Source: an optimization exercise on an open RTL-to-GDS flow (aim: a short achievable clock period and few clock cycles). Production flows keep margins and buffers that such runs may drop. No run shown here included a check of the RTL's function; only the layout flow was run. The flow treats the clock pin as an ideal source, which a real chip does not have. No activity file was given, so power comes from the tool's default toggle rates.

==> flow/design.v <==
`timescale 1ns / 1ps
module RV32core(
        input clk,   
        input rst,   
        output[31:0] imem_addr,
        input [31:0] imem_data,
        output[31:0] dmem_addr,
        output[31:0] dmem_wdata,
        output[3:0]  dmem_wstrb,
        input [31:0] dmem_rdata
    );
    localparam BI = 4;               
    localparam NB = 1 << BI;
    localparam HI = 5;               
    localparam NH = 1 << HI;
    localparam LH = 5;               
    localparam NP = 1 << LH;
    localparam RD = 4;               
    localparam LT = 4;               
    localparam T_BR = 2'd0, T_JAL = 2'd1, T_RET = 2'd2, T_IND = 2'd3;
    reg [31:0] pc_f;
    reg        v_d;
    reg [31:0] ir_d, pc_d, ptgt_d, pc4_d;
    reg        pt_d;                 
    reg        bp_d;                 
    reg [13:0] dc_d;                 
    reg        stall_q;              
    reg [HI-1:0] bi_d;               
    reg [31:0] a_e, b_e, sd_e;       
    reg        a_m, b_m, s_m;       
    reg        a_h, b_h;            
    reg [10:0] alu_e;                
    reg [31:0] link_e, alt_e, ctgt_e, jcmp_e, pc_e;
    reg        br_e, jal_e, jalr_e, ret_e, call_e, ld_e, st_e, wen_e, pt_e;
    reg [5:0]  mc_e;                 
    reg        jx_e, jc_e;           
    reg        kill_e;               
    reg [3:0]  cs_e;                 
    reg [2:0]  f3_e;
    reg [4:0]  rd_e;
    reg [HI-1:0] bi_e;
    reg [31:0] res_m, wdata_m;
    reg [3:0]  wstrb_m;
    reg        ld_m, wen_m;
    reg [2:0]  f3_m;
    reg [12:0] ls_m;                 
    reg [31:0] res_nl;               
    reg [4:0]  rd_m;
    reg [31:0] val_w;
    reg        wen_w;
    reg [4:0]  rd_w;
    reg [32*32-1:0] rf;              
    localparam TW = 30 - BI;         
    reg [NB-1:0]    btb_v;
    reg [NB*TW-1:0] btb_tag;
    reg [NB*30-1:0] btb_tgt;         
    reg [NB*2-1:0]  btb_typ;
    reg [NH*LH-1:0] dh;              
    reg [NH-1:0]    dp;              
    reg [NH*LT-1:0] lp_tag;
    reg [NH*5-1:0]  lp_trip;         
    reg [NH*5-1:0]  lp_cnt;          
    reg [NH-1:0]    lp_conf;
    reg [NP*2-1:0]  pht;
    reg [RD*32-1:0] ras;
    reg [1:0]    ras_sp;             
    wire [31:0] dr = dmem_rdata;
    wire ld_sx = ls_m[7] & dr[15] | ls_m[8] & dr[31];
    wire ld_sb = ls_m[9] & dr[7] | ls_m[10] & dr[15] | ls_m[11] & dr[23] | ls_m[12] & dr[31];
    wire [31:0] ld_v = {
        {16{ls_m[6]}} & dr[31:16] | {16{ld_sx | ld_sb}},
        {8{ls_m[4]}} & dr[15:8] | {8{ls_m[5]}} & dr[31:24] | {8{ld_sb}},
        {8{ls_m[0]}} & dr[7:0] | {8{ls_m[1]}} & dr[15:8] | {8{ls_m[2]}} & dr[23:16] |
        {8{ls_m[3]}} & dr[31:24]};
    wire [31:0] val_m = ld_v | res_nl;
    reg [31:0] pc_o, res_o;
    assign imem_addr = pc_o;
    reg  [HI-1:0] px_f;
    wire [BI-1:0] bx_f = px_f[BI-1:0];
    wire [HI-1:0] hx_f = px_f[HI-1:0];
    reg  [2-1:0] typ_f;
    always @(*) begin : rd_typ_f
        integer k;
        typ_f = {2{1'b0}};
        for (k = 0; k < NB; k = k + 1)
            typ_f = typ_f | ({2{bx_f == k}} & btb_typ[k*2 +: 2]);
    end
    reg  [1-1:0] bp_f;
    always @(*) begin : rd_bp_f
        integer k;
        bp_f = {1{1'b0}};
        for (k = 0; k < NH; k = k + 1)
            bp_f = bp_f | ({1{hx_f == k}} & dp[k*1 +: 1]);
    end
    reg  [29:0] btgt_w;
    always @(*) begin : rd_btgt_f
        integer k;
        btgt_w = {30{1'b0}};
        for (k = 0; k < NB; k = k + 1)
            btgt_w = btgt_w | ({30{bx_f == k}} & btb_tgt[k*30 +: 30]);
    end
    wire [31:0] btgt_f = {btgt_w, 2'b00};
    reg taken_f;
    always @(*) begin : tk_f
        integer k;
        taken_f = 1'b0;
        for (k = 0; k < NB; k = k + 1)
            taken_f = taken_f | (bx_f == k) & btb_v[k] & (btb_tag[k*TW +: TW] == pc_f[31:BI+2]) &
                      (btb_typ[k*2 +: 2] != T_BR | dp[(px_f >> BI) * NB + k]);
    end
    reg  [32-1:0] ras_top;
    always @(*) begin : rd_ras_top
        integer k;
        ras_top = {32{1'b0}};
        for (k = 0; k < RD; k = k + 1)
            ras_top = ras_top | ({32{ras_sp == k}} & ras[k*32 +: 32]);
    end
    wire [1:0]  ras_up = ras_sp + 2'd1;
    wire [31:0] tgt_f = typ_f == T_RET ? ras_top : btgt_f;
    wire [31:0] pc4_f = pc_f + 32'd4;
    wire [6:0] f_op = imem_data[6:0];
    wire [4:0] f_rd = imem_data[11:7], f_rs1 = imem_data[19:15], f_rs2 = imem_data[24:20];
    wire f_lui   = f_op == 7'b0110111;
    wire f_auipc = f_op == 7'b0010111;
    wire f_jal   = f_op == 7'b1101111;
    wire f_jalr  = f_op == 7'b1100111;
    wire f_br    = f_op == 7'b1100011;
    wire f_ld    = f_op == 7'b0000011;
    wire f_st    = f_op == 7'b0100011;
    wire f_opi   = f_op == 7'b0010011;
    wire f_opr   = f_op == 7'b0110011;
    wire f_use1  = f_opr | f_opi | f_ld | f_st | f_br | f_jalr;
    wire f_use2  = f_opr | f_br | f_st;
    wire [13:0] f_dc = {
        (f_lui | f_auipc | f_jal | f_jalr | f_ld | f_opi | f_opr) && f_rd != 5'd0,
        f_use2, f_use1,
        f_jalr && f_rd == 5'd0 && (f_rs1 == 5'd1 || f_rs1 == 5'd5),
        (f_jal | f_jalr) && (f_rd == 5'd1 || f_rd == 5'd5),
        f_opr, f_opi, f_st, f_ld, f_br, f_jalr, f_jal, f_auipc, f_lui};
    wire [2:0] f3 = ir_d[14:12];
    wire [4:0] rd = ir_d[11:7], rs1 = ir_d[19:15], rs2 = ir_d[24:20];
    wire is_lui   = v_d && dc_d[0];
    wire is_auipc = v_d && dc_d[1];
    wire is_jal   = v_d && dc_d[2];
    wire is_jalr  = v_d && dc_d[3];
    wire is_br    = v_d && dc_d[4];
    wire is_ld    = v_d && dc_d[5];
    wire is_st    = v_d && dc_d[6];
    wire is_opi   = v_d && dc_d[7];
    wire is_op    = v_d && dc_d[8];
    wire is_call  = v_d && dc_d[9];
    wire is_ret   = v_d && dc_d[10];
    wire use1     = v_d && dc_d[11];
    wire use2     = v_d && dc_d[12];
    wire wen_d    = v_d && dc_d[13];
    wire a_rs1   = use1;
    wire b_rs2   = is_op | is_br;
    wire [31:0] imm_i = {{20{ir_d[31]}}, ir_d[31:20]};
    wire [31:0] imm_s = {{20{ir_d[31]}}, ir_d[31:25], ir_d[11:7]};
    wire [31:0] imm_b = {{20{ir_d[31]}}, ir_d[7], ir_d[30:25], ir_d[11:8], 1'b0};
    wire [31:0] imm_u = {ir_d[31:12], 12'b0};
    wire [31:0] imm_j = {{12{ir_d[31]}}, ir_d[19:12], ir_d[20], ir_d[30:21], 1'b0};
    wire [31:0] brt_d  = pc_d + imm_b;
    wire [31:0] jalt_d = pc_d + imm_j;
    reg  [32-1:0] rf1;
    always @(*) begin : rd_rf1
        integer k;
        rf1 = {32{1'b0}};
        for (k = 1; k < 32; k = k + 1)
            rf1 = rf1 | ({32{rs1 == k}} & rf[k*32 +: 32]);
    end
    reg  [32-1:0] rf2;
    always @(*) begin : rd_rf2
        integer k;
        rf2 = {32{1'b0}};
        for (k = 1; k < 32; k = k + 1)
            rf2 = rf2 | ({32{rs2 == k}} & rf[k*32 +: 32]);
    end
    wire [31:0] rv1 = (wen_m && rd_m == rs1) ? val_m : (wen_w && rd_w == rs1) ? val_w : rf1;
    wire [31:0] rv2 = (wen_m && rd_m == rs2) ? val_m : (wen_w && rd_w == rs2) ? val_w : rf2;
    wire stall_d = stall_q;
    wire m1 = wen_e && !kill_e && rd_e == rs1;
    wire m2 = wen_e && !kill_e && rd_e == rs2;
    wire ras_ok = 1'b1;
    wire id_jal  = is_jal && !pt_d;
    wire id_br   = is_br && !pt_d && bp_d;
    wire id_ret  = is_ret && !pt_d && ras_ok;
    wire id_bad  = pt_d && !(is_br | is_jal | is_jalr);
    wire [31:0] id_tgt = id_jal ? jalt_d : id_br ? brt_d : id_ret ? ras_top : pc4_d;
    wire [31:0] A  = {a_h ? res_m[31:16] : a_e[31:16], a_m ? res_m[15:0] : a_e[15:0]};
    wire [31:0] B  = {b_h ? res_m[31:16] : b_e[31:16], b_m ? res_m[15:0] : b_e[15:0]};
    wire [31:0] SD = s_m ? res_m : sd_e;
    wire [31:0] sum  = A + B;
    wire [31:0] diff = A - B;
    wire eq  = A == B;
    wire [30:0] c_lt0 = ~A[30:0] & B[30:0];
    wire [30:0] c_eq0 = ~(A[30:0] ^ B[30:0]);
    wire [15:0] c_lt1, c_eq1;
    wire [7:0]  c_lt2, c_eq2;
    wire [3:0]  c_lt3, c_eq3;
    wire [1:0]  c_lt4, c_eq4;
    genvar g;
    generate
        for (g = 0; g < 15; g = g + 1) begin : cmp1
            assign c_lt1[g] = c_lt0[2*g+1] | c_eq0[2*g+1] & c_lt0[2*g];
            assign c_eq1[g] = c_eq0[2*g+1] & c_eq0[2*g];
        end
        for (g = 0; g < 8; g = g + 1) begin : cmp2
            assign c_lt2[g] = c_lt1[2*g+1] | c_eq1[2*g+1] & c_lt1[2*g];
            assign c_eq2[g] = c_eq1[2*g+1] & c_eq1[2*g];
        end
        for (g = 0; g < 4; g = g + 1) begin : cmp3
            assign c_lt3[g] = c_lt2[2*g+1] | c_eq2[2*g+1] & c_lt2[2*g];
            assign c_eq3[g] = c_eq2[2*g+1] & c_eq2[2*g];
        end
        for (g = 0; g < 2; g = g + 1) begin : cmp4
            assign c_lt4[g] = c_lt3[2*g+1] | c_eq3[2*g+1] & c_lt3[2*g];
            assign c_eq4[g] = c_eq3[2*g+1] & c_eq3[2*g];
        end
    endgenerate
    assign c_lt1[15] = c_lt0[30];
    assign c_eq1[15] = c_eq0[30];
    wire lt_lo = c_lt4[1] | c_eq4[1] & c_lt4[0];
    wire ltu = ~A[31] & B[31] | ~(A[31] ^ B[31]) & lt_lo;
    wire lt  = A[31] & ~B[31] | ~(A[31] ^ B[31]) & lt_lo;
    wire [4:0] sh = B[4:0];
    wire [31:0] r_sll = A << sh;
    wire [31:0] r_srl = A >> sh;
    wire [63:0] r_sra64 = {{32{A[31]}}, A} >> sh;
    wire [31:0] r_sra = r_sra64[31:0];
    wire [31:0] res_e =
        {32{alu_e[0]}}  & sum |
        {32{alu_e[1]}}  & diff[31:0] |
        {32{alu_e[2]}}  & (A & B) |
        {32{alu_e[3]}}  & (A | B) |
        {32{alu_e[4]}}  & (A ^ B) |
        {32{alu_e[5]}}  & r_sll |
        {32{alu_e[6]}}  & r_srl |
        {32{alu_e[7]}}  & r_sra |
        {32{alu_e[8]}}  & {31'd0, lt} |
        {32{alu_e[9]}}  & {31'd0, ltu} |
        {32{alu_e[10]}} & link_e;
    wire eq_ab, lt_ab, ltu_ab, eq_mb, lt_mb, ltu_mb, eq_am, lt_am, ltu_am;
    cmp32 cmp_ab (.x(a_e),   .y(b_e),   .eq(eq_ab), .lt(lt_ab), .ltu(ltu_ab));
    cmp32 cmp_mb (.x(res_m), .y(b_e),   .eq(eq_mb), .lt(lt_mb), .ltu(ltu_mb));
    cmp32 cmp_am (.x(a_e),   .y(res_m), .eq(eq_am), .lt(lt_am), .ltu(ltu_am));
    wire b_eq  = cs_e[0] & eq_ab  | cs_e[1] & eq_mb  | cs_e[2] & eq_am | cs_e[3];
    wire b_lt  = cs_e[0] & lt_ab  | cs_e[1] & lt_mb  | cs_e[2] & lt_am;
    wire b_ltu = cs_e[0] & ltu_ab | cs_e[1] & ltu_mb | cs_e[2] & ltu_am;
    wire j_ne  = a_m ? res_m != jcmp_e : a_e != jcmp_e;
    wire [5:0] mcv = mc_e & {6{~kill_e}};
    wire mis_br = mcv[0] & b_eq | mcv[1] & ~b_eq | mcv[2] & b_lt | mcv[3] & ~b_lt |
                  mcv[4] & b_ltu | mcv[5] & ~b_ltu;
    wire taken_e = mis_br ^ pt_e;
    wire redirect_ex = mis_br | jx_e & ~kill_e | jc_e & ~kill_e & j_ne;
    wire [31:0] jtgt_e = {sum[31:1], 1'b0};
    wire [31:0] tgt_ex = jalr_e ? jtgt_e : alt_e;
    wire redirect_id0 = id_jal | id_br | id_ret | id_bad;
    wire redirect_id = !redirect_ex && !stall_d && redirect_id0;
    wire [31:0] pc_nx = stall_d ? pc_f : redirect_id0 ? id_tgt : taken_f ? tgt_f : pc4_f;
    wire [1:0] la = sum[1:0];
    wire l_w = ld_e & f3_e[1];
    wire l_h = ld_e & ~f3_e[1] & f3_e[0];
    wire l_b = ld_e & ~f3_e[1] & ~f3_e[0];
    wire l_s = ~f3_e[2];
    wire [12:0] ls_e = {
        l_b & l_s & la == 2'd3, l_b & l_s & la == 2'd2, l_b & l_s & la == 2'd1, l_b & l_s & la == 2'd0,
        l_h & l_s & la[1], l_h & l_s & ~la[1],
        l_w,
        l_h & la[1], l_w | l_h & ~la[1],
        l_b & la == 2'd3, l_h & la[1] | l_b & la == 2'd2, l_b & la == 2'd1, l_w | l_h & ~la[1] | l_b & la == 2'd0};
    wire [3:0] strb_e = f3_e[1] ? 4'b1111 :
                        f3_e[0] ? (4'b0011 << sum[1:0]) : (4'b0001 << sum[1:0]);
    wire [31:0] wd_e = f3_e[1] ? SD : f3_e[0] ? {2{SD[15:0]}} : {4{SD[7:0]}};
    assign dmem_addr  = res_o;
    assign dmem_wdata = wdata_m;
    assign dmem_wstrb = wstrb_m;
    always @(posedge clk or posedge rst) begin
        if (rst) begin
            pc_f <= 32'd0;
            v_d <= 1'b0;
            stall_q <= 1'b0;
            pt_d <= 1'b0;
        end else begin
            pc_f <= redirect_ex ? tgt_ex : pc_nx;
            stall_q <= !redirect_ex && !stall_d && !redirect_id0 && is_ld && rd != 5'd0 &&
                       ((f_use1 && f_rs1 == rd) || (f_use2 && f_rs2 == rd));
            if (redirect_ex || redirect_id) begin
                v_d <= 1'b0;
                pt_d <= 1'b0;
            end else if (!stall_d) begin
                v_d <= 1'b1;
                pt_d <= taken_f;
            end
        end
    end
    always @(posedge clk) begin
        if (!stall_d) begin
            ir_d <= imem_data;
            dc_d <= f_dc;
            pc_d <= pc_f;
            pc4_d <= pc4_f;
            ptgt_d <= tgt_f;
            bp_d <= bp_f;
            bi_d <= hx_f;
        end
    end
    wire go_e = !redirect_ex && !stall_d;
    wire pt_n = pt_d | id_br | id_ret;           
    wire [31:0] ptgt_n = pt_d ? ptgt_d : ras_top;
    always @(posedge clk or posedge rst) begin
        if (rst) begin
            kill_e <= 1'b1;
            a_m <= 1'b0; b_m <= 1'b0; s_m <= 1'b0;
            alu_e <= 11'd0;
            br_e <= 1'b0; jal_e <= 1'b0; jalr_e <= 1'b0; ret_e <= 1'b0; call_e <= 1'b0;
            ld_e <= 1'b0; st_e <= 1'b0; wen_e <= 1'b0; pt_e <= 1'b0;
            mc_e <= 6'd0; jx_e <= 1'b0; jc_e <= 1'b0;
            cs_e <= 4'd0;
        end else begin
            kill_e <= !go_e;
            cs_e <= {m1 & m2, ~m1 & m2, m1 & ~m2, ~m1 & ~m2};
            a_m <= a_rs1 && m1;
            b_m <= b_rs2 && m2;
            s_m <= is_st && m2;
            alu_e[0]  <= is_lui | is_auipc | is_ld | is_st |
                         (is_op & f3 == 3'd0 & ~ir_d[30]) | (is_opi & f3 == 3'd0);
            alu_e[1]  <= is_op & f3 == 3'd0 & ir_d[30];
            alu_e[2]  <= (is_op | is_opi) & f3 == 3'd7;
            alu_e[3]  <= (is_op | is_opi) & f3 == 3'd6;
            alu_e[4]  <= (is_op | is_opi) & f3 == 3'd4;
            alu_e[5]  <= (is_op | is_opi) & f3 == 3'd1;
            alu_e[6]  <= (is_op | is_opi) & f3 == 3'd5 & ~ir_d[30];
            alu_e[7]  <= (is_op | is_opi) & f3 == 3'd5 & ir_d[30];
            alu_e[8]  <= (is_op | is_opi) & f3 == 3'd2;
            alu_e[9]  <= (is_op | is_opi) & f3 == 3'd3;
            alu_e[10] <= is_jal | is_jalr;
            br_e <= is_br; jal_e <= is_jal; jalr_e <= is_jalr; ret_e <= is_ret; call_e <= is_call;
            ld_e <= is_ld; st_e <= is_st; wen_e <= wen_d;
            pt_e <= pt_n;
            mc_e <= {is_br & (f3 == (pt_n ? 3'd6 : 3'd7)), is_br & (f3 == (pt_n ? 3'd7 : 3'd6)),
                     is_br & (f3 == (pt_n ? 3'd4 : 3'd5)), is_br & (f3 == (pt_n ? 3'd5 : 3'd4)),
                     is_br & (f3 == (pt_n ? 3'd0 : 3'd1)), is_br & (f3 == (pt_n ? 3'd1 : 3'd0))};
            jx_e <= is_jalr & ~pt_n;
            jc_e <= is_jalr & pt_n;
        end
    end
    always @(posedge clk) begin
        a_h <= !rst && a_rs1 && m1;
        b_h <= !rst && b_rs2 && m2;
        a_e <= is_auipc ? pc_d : is_lui ? 32'd0 : rv1;
        b_e <= b_rs2 ? rv2 : is_st ? imm_s : (is_lui | is_auipc) ? imm_u : imm_i;
        sd_e <= rv2;
        link_e <= pc4_d;
        alt_e <= pt_n ? pc4_d : brt_d;
        ctgt_e <= is_jal ? jalt_d : brt_d;
        jcmp_e <= ptgt_n - imm_i;
        pc_e <= pc_d;
        f3_e <= f3;
        rd_e <= rd;
        bi_e <= bi_d;
    end
    always @(posedge clk or posedge rst) begin
        if (rst) begin
            wstrb_m <= 4'd0;
            ld_m <= 1'b0;
            wen_m <= 1'b0;
        end else begin
            wstrb_m <= (st_e & ~kill_e) ? strb_e : 4'd0;
            ld_m <= ld_e & ~kill_e;
            wen_m <= wen_e & ~kill_e;
        end
    end
    always @(posedge clk) begin
        pc_o <= rst ? 32'd0 : redirect_ex ? tgt_ex : pc_nx;
        px_f <= redirect_ex ? tgt_ex[HI+1:2] : pc_nx[HI+1:2];
        res_o <= rst ? 32'd0 : res_e;
        res_m <= res_e;
        wdata_m <= wd_e;
        f3_m <= f3_e;
        ls_m <= ls_e;
        res_nl <= ld_e ? 32'd0 : res_e;
        rd_m <= rd_e;
    end
    always @(posedge clk or posedge rst) begin
        if (rst) wen_w <= 1'b0;
        else wen_w <= wen_m;
    end
    always @(posedge clk) begin
        val_w <= val_m;
        rd_w <= rd_m;
    end
    always @(posedge clk) begin : wr_rf
        integer k;
        for (k = 1; k < 32; k = k + 1)
            if (wen_w && rd_w == k) rf[k*32 +: 32] <= val_w;
    end
    reg          u_btb, u_br, u_tk, rst_q;
    reg [BI-1:0] u_bx;
    reg [HI-1:0] u_hx;
    reg [LT-1:0] u_ltag;
    reg [31:BI+2] u_tag;
    reg [31:0]   u_tgt;
    reg [1:0]    u_typ;
    reg [LH-1:0] u_h;
    reg [LT-1:0] u_otag;
    reg [4:0]    u_cnt, u_trip;
    reg          u_conf;
    always @(posedge clk or posedge rst) begin
        if (rst) begin
            u_btb <= 1'b0; u_br <= 1'b0;
        end else begin
            u_btb <= ~kill_e & (br_e && taken_e || jal_e || jalr_e);
            u_br <= ~kill_e & br_e;
        end
    end
    always @(posedge clk) begin
        rst_q <= rst;
        u_tk <= taken_e;
        u_bx <= pc_e[BI+1:2];
        u_hx <= bi_e;
        u_ltag <= pc_e[HI+LT+1:HI+2];
        u_tag <= pc_e[31:BI+2];
        u_tgt <= jalr_e ? jtgt_e : ctgt_e;
        u_typ <= br_e ? T_BR : jal_e ? T_JAL : ret_e ? T_RET : T_IND;
    end
    wire [LH-1:0] d_h  = u_h;
    reg  [2-1:0] d_c;
    always @(*) begin : rd_d_c
        integer k;
        d_c = {2{1'b0}};
        for (k = 0; k < NP; k = k + 1)
            d_c = d_c | ({2{d_h == k}} & pht[k*2 +: 2]);
    end
    wire [1:0]    d_c1 = u_tk ? (d_c == 2'b11 ? 2'b11 : d_c + 2'd1) :
                                (d_c == 2'b00 ? 2'b00 : d_c - 2'd1);
    wire [LH-1:0] d_h1 = {d_h[LH-2:0], u_tk};
    wire          l_hit  = u_otag == u_ltag;
    wire [4:0]    l_cnt0  = l_hit ? u_cnt : 5'd0;
    wire [4:0]    l_trip0 = l_hit ? u_trip : 5'd0;
    wire          l_conf0 = l_hit & u_conf;
    wire [5:0]    l_run   = {1'b0, l_cnt0} + 6'd1;       
    reg  [4:0]    l_cnt1, l_trip1;
    reg           l_conf1;
    always @(*) begin
        if (u_tk) begin
            if (l_cnt0 == 5'd31) begin
                l_cnt1 = 5'd0; l_trip1 = 5'd0; l_conf1 = 1'b0;
            end else begin
                l_cnt1 = l_cnt0 + 5'd1; l_trip1 = l_trip0; l_conf1 = l_conf0;
            end
        end else begin
            l_cnt1 = 5'd0;
            if (l_run == {1'b0, l_trip0}) begin
                l_trip1 = l_trip0; l_conf1 = 1'b1;
            end else begin
                l_trip1 = l_run[4:0]; l_conf1 = l_run > 6'd3;
            end
        end
    end
    reg  [LH-1:0] e_h;
    always @(*) begin : rd_e_h
        integer k;
        e_h = {LH{1'b0}};
        for (k = 0; k < NH; k = k + 1)
            e_h = e_h | ({LH{bi_e == k}} & dh[k*LH +: LH]);
    end
    reg  [LT-1:0] e_otag;
    always @(*) begin : rd_e_otag
        integer k;
        e_otag = {LT{1'b0}};
        for (k = 0; k < NH; k = k + 1)
            e_otag = e_otag | ({LT{bi_e == k}} & lp_tag[k*LT +: LT]);
    end
    reg  [5-1:0] e_cnt;
    always @(*) begin : rd_e_cnt
        integer k;
        e_cnt = {5{1'b0}};
        for (k = 0; k < NH; k = k + 1)
            e_cnt = e_cnt | ({5{bi_e == k}} & lp_cnt[k*5 +: 5]);
    end
    reg  [5-1:0] e_trip;
    always @(*) begin : rd_e_trip
        integer k;
        e_trip = {5{1'b0}};
        for (k = 0; k < NH; k = k + 1)
            e_trip = e_trip | ({5{bi_e == k}} & lp_trip[k*5 +: 5]);
    end
    reg  [1-1:0] e_conf;
    always @(*) begin : rd_e_conf
        integer k;
        e_conf = {1{1'b0}};
        for (k = 0; k < NH; k = k + 1)
            e_conf = e_conf | ({1{bi_e == k}} & lp_conf[k*1 +: 1]);
    end
    wire          e_same = u_br && u_hx == bi_e;
    always @(posedge clk) begin
        u_h    <= e_same ? d_h1    : e_h;
        u_otag <= e_same ? u_ltag  : e_otag;
        u_cnt  <= e_same ? l_cnt1  : e_cnt;
        u_trip <= e_same ? l_trip1 : e_trip;
        u_conf <= e_same ? l_conf1 : e_conf;
    end
    reg           w_v, w_lc;
    reg [4:0]     w_cnt, w_trip;
    reg [HI-1:0]  w_hx;
    reg [LH-1:0]  w_h1;
    always @(posedge clk or posedge rst) begin
        if (rst) w_v <= 1'b0;
        else w_v <= u_br;
    end
    always @(posedge clk) begin
        w_hx <= u_hx;
        w_h1 <= d_h1;
        w_lc <= l_conf1;
        w_cnt <= l_cnt1;
        w_trip <= l_trip1;
    end
    reg  [2-1:0] w_c;
    always @(*) begin : rd_w_c
        integer k;
        w_c = {2{1'b0}};
        for (k = 0; k < NP; k = k + 1)
            w_c = w_c | ({2{w_h1 == k}} & pht[k*2 +: 2]);
    end
    wire          w_pht = w_c[1];
    wire          w_lp = {1'b0, w_cnt} + 6'd1 < {1'b0, w_trip};
    always @(posedge clk) begin : wr_pred
        integer k;
        if (rst_q) begin
            btb_v <= {NB{1'b0}};
            dh <= {NH*LH{1'b0}};
            dp <= {NH{1'b0}};
            lp_tag <= {NH*LT{1'b0}};
            lp_trip <= {NH*5{1'b0}};
            lp_cnt <= {NH*5{1'b0}};
            lp_conf <= {NH{1'b0}};
            pht <= {NP{2'b01}};
            ras <= {RD*32{1'b0}};
            ras_sp <= 2'd0;
        end else begin
            for (k = 0; k < NB; k = k + 1)
                if (u_btb && u_bx == k) btb_v[k] <= 1'b1;
            for (k = 0; k < NP; k = k + 1)
                if (u_br && d_h == k) pht[k*2 +: 2] <= d_c1;
            for (k = 0; k < NH; k = k + 1) begin
                if (u_br && u_hx == k) begin
                    dh[k*LH +: LH] <= d_h1;
                    lp_tag[k*LT +: LT] <= u_ltag;
                    lp_trip[k*5 +: 5] <= l_trip1;
                    lp_cnt[k*5 +: 5] <= l_cnt1;
                    lp_conf[k] <= l_conf1;
                end
                if (w_v && w_hx == k) dp[k] <= w_lc ? w_lp : w_pht;
            end
            if (call_e & ~kill_e) begin
                for (k = 0; k < RD; k = k + 1)
                    if (ras_up == k) ras[k*32 +: 32] <= link_e;
                ras_sp <= ras_sp + 2'd1;
            end else if (ret_e & ~kill_e) begin
                ras_sp <= ras_sp - 2'd1;
            end
        end
    end
    always @(posedge clk) begin : wr_btb
        integer k;
        if (u_btb) begin
            for (k = 0; k < NB; k = k + 1)
                if (u_bx == k) begin
                    btb_tag[k*TW +: TW] <= u_tag;
                    btb_tgt[k*30 +: 30] <= u_tgt[31:2];
                    btb_typ[k*2 +: 2] <= u_typ;
                end
        end
    end
endmodule
module cmp32(
        input  [31:0] x,
        input  [31:0] y,
        output eq, lt, ltu
    );
    wire [31:0] e0 = ~(x ^ y);
    wire [31:0] l0 = ~x & y;
    wire [15:0] e1, l1;
    wire [7:0]  e2, l2;
    wire [3:0]  e3, l3;
    wire [1:0]  e4, l4;
    genvar g;
    generate
        for (g = 0; g < 16; g = g + 1) begin : c1
            assign l1[g] = l0[2*g+1] | e0[2*g+1] & l0[2*g];
            assign e1[g] = e0[2*g+1] & e0[2*g];
        end
        for (g = 0; g < 8; g = g + 1) begin : c2
            assign l2[g] = l1[2*g+1] | e1[2*g+1] & l1[2*g];
            assign e2[g] = e1[2*g+1] & e1[2*g];
        end
        for (g = 0; g < 4; g = g + 1) begin : c3
            assign l3[g] = l2[2*g+1] | e2[2*g+1] & l2[2*g];
            assign e3[g] = e2[2*g+1] & e2[2*g];
        end
        for (g = 0; g < 2; g = g + 1) begin : c4
            assign l4[g] = l3[2*g+1] | e3[2*g+1] & l3[2*g];
            assign e4[g] = e3[2*g+1] & e3[2*g];
        end
    endgenerate
    assign eq  = e4[1] & e4[0];
    assign ltu = l4[1] | e4[1] & l4[0];
    assign lt  = (x[31] ^ y[31]) ? x[31] : ltu;
endmodule
==> flow/flow/run.sh <==
#!/bin/bash
# Layout: the standard ORFS flow with these changes.
#  * synthesis leaves adders to abc as plain gates (ADDER_MAP_FILE empty)
#    instead of mapping them onto the library's full/half adder cells
#  * timing repair is asked to leave SETUP_SLACK_MARGIN ns of setup slack at
#    the design's clock period, so it works on the real critical paths
#  * before detailed placement, each flip-flop that drives an output port's
#    buffer is moved next to that buffer (flow/pull_outs.tcl)
#  * the port buffers are buf_4 cells (BUFFER_PORTS_ARGS), not delay cells
# Each tool's output is in synth.log and layout.log, and ORFS's logs under orfs/.
set -euo pipefail
MARGIN=${MARGIN:-13.1}
HERE=$(pwd)
bash standard.sh ADDER_MAP_FILE= synth > synth.log 2>&1
bash standard.sh ADDER_MAP_FILE= SETUP_SLACK_MARGIN=$MARGIN \
  BUFFER_PORTS_ARGS="-buffer_cell sky130_fd_sc_hd__buf_4" PRE_DETAIL_PLACE_TCL=$HERE/flow/pull_outs.tcl POST_CTS_TCL=$HERE/flow/post_cts.tcl \
  finish > layout.log 2>&1
==> flow/flow/drop_root.tcl <==
set block [ord::get_db_block]
set clknet [[$block findBTerm clk] getNet]
set loads {}
foreach it [$clknet getITerms] { if {[$it isInputSignal]} { lappend loads $it } }
if {[llength $loads] == 1} {
  set root [[lindex $loads 0] getInst]
  set onet ""
  foreach it [$root getITerms] { if {[$it isOutputSignal]} { set onet [$it getNet] } }
  set sinks {}
  if {$onet ne ""} {
    foreach it [$onet getITerms] { if {[$it isInputSignal]} { lappend sinks $it } }
  }
  if {$onet ne "" && [llength $sinks] > 0 && [llength $sinks] <= 4 && [string match "*clkbuf*" [[$root getMaster] getName]]} {
    foreach it $sinks { $it disconnect; $it connect $clknet }
    foreach it [$root getITerms] { $it disconnect }
    odb::dbInst_destroy $root
    odb::dbNet_destroy $onet
    puts "drop_root: [llength $sinks] clock buffers now driven by the clock port"
  } else {
    puts "drop_root: root buffer kept ([llength $sinks] loads)"
  }
} else {
  puts "drop_root: clock port drives [llength $loads] pins; nothing done"
}
==> flow/flow/post_cts.tcl <==
# After clock tree synthesis: drop the tree's root buffer (flow/drop_root.tcl),
# then one more round of timing repair with the final clock tree, and
# legalize again.
source [file join [file dirname [info script]] drop_root.tcl]
estimate_parasitics -placement
repair_timing -setup -setup_margin $::env(SETUP_SLACK_MARGIN) -repair_tns 100 -max_passes 40 -verbose
detailed_placement
check_placement -verbose
estimate_parasitics -placement
report_worst_slack -max
==> flow/flow/pull_outs.tcl <==
# Pull each flip-flop that drives an output port's buffer next to that buffer,
# so the flop's Q net is short; detailed placement then legalizes.
set block [ord::get_db_block]
set moved 0
foreach bterm [$block getBTerms] {
  if {[$bterm getIoType] ne "OUTPUT"} { continue }
  set net [$bterm getNet]
  if {$net eq "NULL"} { continue }
  set buf ""
  foreach it [$net getITerms] { if {[$it isOutputSignal]} { set buf [$it getInst] } }
  if {$buf eq ""} { continue }
  set n2 ""
  foreach it [$buf getITerms] { if {[$it isInputSignal]} { set n2 [$it getNet] } }
  if {$n2 eq "" || $n2 eq "NULL"} { continue }
  if {[llength [$n2 getITerms]] != 2} { continue }
  set ff ""
  foreach it [$n2 getITerms] { if {[$it isOutputSignal]} { set ff [$it getInst] } }
  if {$ff eq ""} { continue }
  if {![string match "*df*" [[$ff getMaster] getName]]} { continue }
  set loc [$buf getLocation]
  $ff setLocation [lindex $loc 0] [lindex $loc 1]
  incr moved
}
puts "pull_outs: moved $moved flip-flops next to their output buffers"
==> flow/standard.sh <==
#!/bin/bash
# synth_recipe.tcl (not shown) runs the flow's synth.tcl, then flattens the netlist and writes it again
# the make line also repeats each setting of config.mk as NAME=value (left out here)
make -C /OpenROAD-flow-scripts/flow DESIGN_CONFIG=/design/flow/config.mk WORK_HOME=/design/flow/orfs CLKGATE_MAP_FILE= SYNTH_SCRIPT=/design/flow/synth_recipe.tcl "${@:-finish}"
==> flow/config.mk <==
export PLATFORM = sky130hd
export DESIGN_NAME = RV32core
export DESIGN_NICKNAME = RV32core
export VERILOG_FILES = /design/flow/design.v
export SDC_FILE = /design/flow/constraint.sdc
export NUM_CORES = 8
export LEC_CHECK = 0
export ABC_CLOCK_PERIOD_IN_PS = 100
export CAP_MARGIN = 20
export CORE_MARGIN = 2
export CORE_UTILIZATION = 30
export SLEW_MARGIN = 20
==> flow/constraint.sdc <==
create_clock -name core_clock -period 17.0 [get_ports {clk}]
set_input_delay 3.4000 -clock core_clock [delete_from_list [all_inputs] [get_ports {clk}]]
set_output_delay 3.4000 -clock core_clock [all_outputs]
set_load 0.01 [all_outputs]
==> metrics.csv, run 1 <==
stage,metric,value,unit
status,outcome,"complete, no violations",
pwr,powerDensity,137,nW/um^2
routing,vias_per_cell,6.10,
setup_path,worstPathCellList,buf_6,
die,die_w,731,um
clock_network,cts_tree,yes,
global_route,grt_max_degree,229,
logic_synthesis,synth_edf_count,2058,
logic_synthesis,syn_nets,14800,
clock_network,clock-sinks,3617,
placed_design,place_congestion,1.00,
setup_path,critical_path.top_delay_family,flip-flops,
setup_path,cp_max_fo,1,
die,start_util,30.2,%
global_route,grt_pass1_vias,125000,
routing,detail_route.wl_per_cell,33.8,um
die,rows,266,
timing,rsz0062_at_grt,yes,
layout,layout.nets,15100,
clock_network,insertion_delay,0.88,ns
logic_synthesis,ys.flop_type,edfxtp_1,
logic_synthesis,synth_cell_types,118,
timing,finClkSkew,0.179,ns
setup_path,max_stage_delay,0.32,ns
layout,drive_above_1_share,19.7,%
pwr,peakVddDrop,122,uV
routing,num_vias,137000,
timing,setup_violations,0,
routing,drc,0,
routing,final_antenna_net_count,0,
placed_design,hpwl,450000,um
pwr,p_leak,64.2,nW
timing,slew-limit-headroom,5.90,%
global_route,globalRouteOverflowTotal,0,
logic_synthesis,syn_area_per_cell,10.8,um^2
global_route,grt_use_total,27.0,%
clock_network,path_clk_slew,0.06,ns
setup_path,r2r-start,ir_d[21],
timing,hold_viol,0,
timing,fin_crit_sh,27.8,%
setup_path,critPathSlowestCell,dfxtp_2,
setup_path,startpoint_type,flip-flop,
die,io_pins,166,
setup_path,critPathLaunch,res_o[7],
setup_path,endpoint_kind,output pin,
routing,firstDrtPassIters,13,
setup_path,worstPathArrival,1.33,ns
global_route,antenna_found_initial,62,
logic_synthesis,synth_area,158000,um^2
layout,area_growth,22.5,%
die,core,525000,um^2
die,fp.dieH,731,um
global_route,grt_first_pass_wirelength,1020000,um
timing,slew_viol_final,0,
timing,period_minus_slack,4.73,ns
worst_hold_path,hold_path.class,reg2reg,
setup_path,cp.required,13.60,ns
setup_path,crit_type,reg2out,
logic_synthesis,synth_seq_area_share,59.0,%
routing,totalWireLength,759000,um
run,drv_cap,0,
logic_synthesis,synthCells,14700,
routing,drt_iter0_drc,25100,
layout,post_layout_nonfiller_instances,22400,
logic_synthesis,synth-async-reset-ratio,2.21,%
logic_synthesis,synth_seq_cells,3617,
die,dieArea,534000,um^2
worst_hold_path,hp-start,pc_e[25],
setup_path,path_buf_inv,1,
timing,setup_tns,0,ns
logic_synthesis,yosysWarnings,1,
timing,fmax,0.211,GHz
placed_design,dp_cells,21100,
placed_design,port_buffers,165,
timing,worst_pin_slew,1.40,ns
[cell usage in the layout, fill, tap and decap left out, drive strengths merged, types with 368 or more instances in the layout]
master,count
a21oi,1172
a221oi,477
a22o,445
a22oi,641
buf,1075
clkbuf,553
dfxtp,1479
edfxtp,2058
nand2,2209
nand4,368
nor2,1011
o21ai,408
xnor2,636
[per-layer routing]
metal	global-route usage, %	up-vias	share of wire, %
li1	-	55600	-
met1	34.2	67000	36
met2	38.8	11500	41
met3	9.14	2942	14
met4	18.2	42	8.4
met5	0	-	0.044
[layout make-up]
| class | count | area, um^2 |
|---|---|---|
| clock inverter | 182 | 1990 |
| fill | 50900 | 331000 |
| timing repair buffer | 1114 | 11400 |
| clock buffer | 534 | 10900 |
| multi-input combinational | 9780 | 66200 |
| timing repair inverter | 2 | 22.5 |
| inverter | 157 | 632 |
| tap | 6968 | 8720 |
| sequential | 3617 | 93800 |
| antenna | 88 | 220 |
[power breakdown]
part	total (mW)	internal, mW	switching [mW]
registers	11.3	10.2	1.13
logic	6.57	2.27	4.30
clock network	8.68	4.95	3.73
total	26.6	17.4	9.16
[Yosys cell counts, types with 17 or more instances]
cell	n	area, um^2
o211ai_1	46	345
nand4_1	368	2300
clkbuf_1	935	3510
a221oi_1	476	4170
inv_1	155	582
o31ai_1	51	383
a2111oi_0	29	254
buf_2	99	495
a222oi_1	85	851
a211o_1	40	350
or3_1	37	231
mux2i_1	229	2290
a211oi_1	114	856
o221ai_1	20	175
a31oi_1	70	438
nand2_1	2209	8290
o22ai_1	59	369
o31a_1	17	149
maj3_1	69	691
nor2_1	1011	3790
o2111ai_1	19	166
edfxtp_1	2058	61800
o21a_1	30	225
or2_2	29	181
xor2_1	201	1760
nor3_1	246	1230
dfrtp_1	79	1980
nor2b_1	101	632
nand2b_1	83	519
a22oi_1	640	4800
and3_1	28	175
a22o_1	445	3900
nor4_1	74	463
o21ai_1	32	160
mux4_2	32	721
a21oi_1	1171	5860
buf_1	115	432
nand3_1	232	1160
mux2_2	79	890
dfxtp_1	1479	29600
and2_1	82	513
a21o_1	29	218
xnor2_1	636	5570
o21ai_0	374	1870
[metrics by stage]
| step | util, % | setup slack [ns] | hold WS [ns] | power (mW) | cell area (um^2) |
|---|---|---|---|---|---|
| after global placement | 32.1 | 11.32 | 0.311 | 16.5 | 169000 |
| after detailed placement | 32.1 | 10.49 | 0.312 | 16.6 | 169000 |
| after floorplan | - | 11.97 | 0.310 | 13.7 | 159000 |
| after global routing | 36.9 | 12.29 | 0.242 | 27.0 | 194000 |
| final | 36.9 | 12.27 | 0.213 | 26.6 | 194000 |
[cells by family after synthesis]
logic type | synth area share, %
AOI/OAI and AO/OA | 17.3
xor gates and xnor gates | 4.64
muxes | 2.59
and+or+nand+nor | 12.7
DFF | 59.0
buffers and inverters | 3.26
adders and majority gates | 0.488
[path summary, 6_finish.rpt]
path / to / slack, ns / cells after the start
worst max-delay path: dmem_addr[7] / 12.27 / 1
worst min-delay path: u_tag[25] / 0.21 / 0
worst max register to register: b_e[20] / 12.53 / 13
worst min register to register: u_tag[25] / 0.21 / 0
max in group asynchronous: a_m / 13.75 / 3
min in group asynchronous: u_br / 2.74 / 2
[state kept, by name, summed over array words and instances, names as in the netlist, 64 cells and up]
register and flops:
pht 64, lp_trip 160, ras 128, btb_tgt 480
btb_tag 416, lp_tag 128, lp_cnt 160, rf 992
dh 160
==> run 2: changes to the inputs <==
--- a/flow/design.v
+++ b/flow/design.v
@@ -13,3 +13,3 @@
     localparam NB = 1 << BI;
-    localparam HI = 5;               
+    localparam HI = 4;               
     localparam NH = 1 << HI;
==> run 2 against run 1 <==
Highest routed layer unchanged. Critical path depth unchanged. Still clean on timing, DRC and antenna. Worst setup slack got worse by 0.093 ns. Cell count decreased by 10%. Global-route usage decreased by 0.40 points. Wire length decreased by 9.9%. First-iteration DRC count decreased by 12%. Sequential cell count decreased by 341. Critical path type unchanged. Utilization increased by 0.27 points. Design area decreased by 7.6%. Largest cell class unchanged. Combinational power decreased by 6.5%. Die area decreased by 8.4%. Clock skew increased by 0.025 ns.
==> metrics.csv, run 2 <==
stage,metric,value,unit
status,outcome,"complete, no violations",
placed_design,dp_slack,10.91,ns
setup_path,cp_max_fo,1,
placed_design,hpwl,413000,um
logic_synthesis,synth_area,145000,um^2
routing,drc,0,
layout,fill_cells,46300,
die,fp.dieH,699,um
setup_path,worstPathArrival,1.42,ns
die,core,482000,um^2
logic_synthesis,synth_xor_xnor_area_share,5.20,%
pwr,powerDensity,136,nW/um^2
routing,vias_per_cell,6.09,
layout,drive_above_1_share,21.5,%
logic_synthesis,syn_area_per_cell,11.3,um^2
logic_synthesis,synth_adder_area_share,0.577,%
logic_synthesis,synth_simple_gate_area_share,11.5,%
timing,fin_crit_sh,28.4,%
layout,area_growth,23.6,%
timing,layout_setup_ws,12.18,ns
setup_path,critPathSlowestCell,dfrtp_1,
setup_path,cp.required,13.60,ns
setup_path,crit_type,reg2out,
routing,detail_route.wl_per_cell,34.0,um
logic_synthesis,synthMuxAreaShare,2.88,%
die,dieArea,489000,um^2
run,drv_cap,0,
setup_path,startpoint_type,flip-flop,
timing,slew_viol_final,0,
die,io_pins,166,
timing,hold_viol,0,
die,start_util,30.1,%
logic_synthesis,synth_seq_area_share,59.7,%
logic_synthesis,synthCells,12900,
setup_path,endpoint_kind,output pin,
clock_network,cts_tree,yes,
layout,top_register,rf,
pwr,peakVddDrop,115,uV
setup_path,path_buf_inv,1,
layout,reg_top3,"rf (992), btb_tgt (480), btb_tag (416)",
global_route,grt_first_pass_wirelength,924000,um
timing,fmax,0.207,GHz
clock_network,insertion_delay,0.91,ns
pwr,p_leak,60.2,nW
global_route,antenna_found_initial,49,
global_route,grt_max_degree,101,
routing,drt_iter0_drc,22200,
logic_synthesis,yosysTopAreaCell,edfxtp_1,
timing,worst_pin_slew,1.34,ns
clock_network,clock-sinks,3276,
layout,regArea,86900,um^2
layout,multi_input_comb_area,60400,um^2
placed_design,place_congestion,1.03,
logic_synthesis,synth_common_cells,"2057 x edfxtp_1, 1473 x nand2_1, 1139 x dfxtp_1",
layout,layout.nets,13400,
timing,rsz0062_at_grt,yes,
timing,finClkSkew,0.204,ns
layout,largest_reg_flops,992,
pwr,total_power,24.3,mW
timing,setup_tns,0,ns
setup_path,critical_path.top_delay_family,flip-flops,
logic_synthesis,synth_compound_gate_area_share,17.0,%
global_route,grt_pass1_vias,112000,
routing,final_antenna_net_count,0,
setup_path,max_stage_delay,0.38,ns
global_route,globalRouteOverflowTotal,0,
timing,setup_violations,0,
logic_synthesis,synth_edf_count,2057,
routing,num_vias,123000,
routing,firstDrtPassIters,10,
layout,layout_common_cells,"2057 x edfxtp_1, 1396 x nand2_1, 948 x dfxtp_1",
placed_design,place_area,155000,um^2
die,rows,255,
logic_synthesis,synth_cell_types,114,
layout,design_area,179000,um^2
logic_synthesis,synth_seq_cells,3276,
global_route,grt_use_total,26.6,%
logic_synthesis,ys.flop_type,edfxtp_1,
placed_design,port_buffers,165,
die,die_w,699,um
logic_synthesis,syn_nets,12900,
logic_synthesis,synth-async-reset-ratio,2.44,%
logic_synthesis,synth_top_family_by_area,compound AO/OA/AOI/OAI gates,
worst_hold_path,hold_path.class,reg2reg,
logic_synthesis,yosysWarnings,1,
layout,final_common_cell,edfxtp_1,
clock_network,path_clk_slew,0.06,ns
routing,totalWireLength,684000,um
logic_synthesis,synth_top_area_share,42.6,%
logic_synthesis,synth_area_leaders,"edfxtp_1 43%, dfxtp_1 16%, nand2_1 3.8%, a21oi_1 3.0%, a22oi_1 2.9%",
timing,holdWs,0.322,ns
setup_path,worstPathCellList,buf_6,
timing,period_minus_slack,4.82,ns
logic_synthesis,synth_most_common_cell,edfxtp_1,
timing,slew-limit-headroom,10.5,%
[run 2: changes by cell type in the layout (fill, tap and decap cells not counted), moves of 31 or more]
cell | previous run | this run
nand2_1 | 2125 | 1396
a21oi_1 | 1115 | 786
dfxtp_1 | 1263 | 948
xor2_1 | 179 | 436
xnor2_1 | 594 | 370
nand4_1 | 368 | 256
nor2_1 | 799 | 712
a22oi_1 | 637 | 559
clkbuf_16 | 411 | 363
a22o_1 | 442 | 402
a221oi_1 | 457 | 418
dfxtp_4 | 56 | 22
nand3_1 | 221 | 254
diode_2 | 88 | 57
[run 2: worst paths after layout]
kind                                 start       endpoint  slack [ns]  cells after the start
worst min-delay path              pc_e[11]      u_tag[11]        0.32                      0
max in group asynchronous              rst       pc_f[10]       13.61                      3
min in group asynchronous              rst     wstrb_m[1]        2.70                      2
worst min register to register    pc_e[11]      u_tag[11]        0.32                      0
worst max register to register    ir_d[24]        b_e[18]       12.42                     14
worst max-delay path            wstrb_m[1]  dmem_wstrb[1]       12.18                      1
[run 2: area by class of cell]
class | count | area share [%]
Antenna cell | 57 | 0.0796
Clock inverter | 173 | 1.14
Clock buffer | 473 | 5.45
Inverter | 154 | 0.349
Tap cell | 6425 | 4.48
Sequential cell | 3276 | 48.5
Timing Repair Buffer | 1107 | 6.34
Multi-Input combinational cell | 8475 | 33.7
[run 2: logic make-up (layout without fill, tap and decap cells)]
group / Yosys count / after routing
XOR/XNOR: 860 / 860
AND/OR/NAND/NOR: 3676 / 3677
flip-flops: 3276 / 3276
AO/OA/AOI/OAI: 3498 / 3498
other: 0 / 57
buffers and inverters: 1134 / 1907
adder cells (fa/ha/maj): 82 / 82
multiplexers: 357 / 358
[run 2: where the power goes]
part | internal, mW | total (mW) | switching (mW)
Clock | 4.48 | 7.90 | 3.41
Sequential | 9.32 | 10.3 | 0.952
Combinational | 2.13 | 6.14 | 4.01
[run 2: metal layers]
metal | vias up | routed length, um | track usage, %
met3 | 2558 | 93800 | 9.32
met2 | 10100 | 281000 | 37.9
met5 | - | 788 | 0.539
met1 | 60300 | 249000 | 33.4
met4 | 41 | 59400 | 18.6
li1 | 49700 | - | -
[run 2: stage by stage]
stage | util, % | std cells
finish | 37.2 | 20100
global route | 37.2 | 20100
detailed placement | 32.2 | 18900
global placement | 32.2 | 18900
floorplan | - | 12900

port drivers added, routing unchanged:
In the flow no input, the clock included, has a driving cell. The finished layouts below were timed again as built, in two steps.
Step 1, drivers: a clkbuf_16 drives clk and a buf_2 each remaining input, both assumed.
Step 2, shift: input delay + t, output delay - t, t = (earliest + latest rising clock arrival at the registers) / 2. This alone moves slack from input paths to output paths.
a / b / c = ideal / step 1 / step 2; a / b = the first two.
run	shift t [ns]	setup WS [ns]	clock arrival spread, ns	worst data-port slew with drivers (ns)
run 1	1.017	12.272 / 12.065 / 11.557	0.207 / 0.206	0.63
run 2	1.007	12.179 / 11.987 / 11.717	0.219 / 0.216	0.29
After both steps setup and hold are still met in every run listed. The setup slack of run 1, which loses most, moves by -0.207 ns with the drivers and by -0.715 ns with both steps.
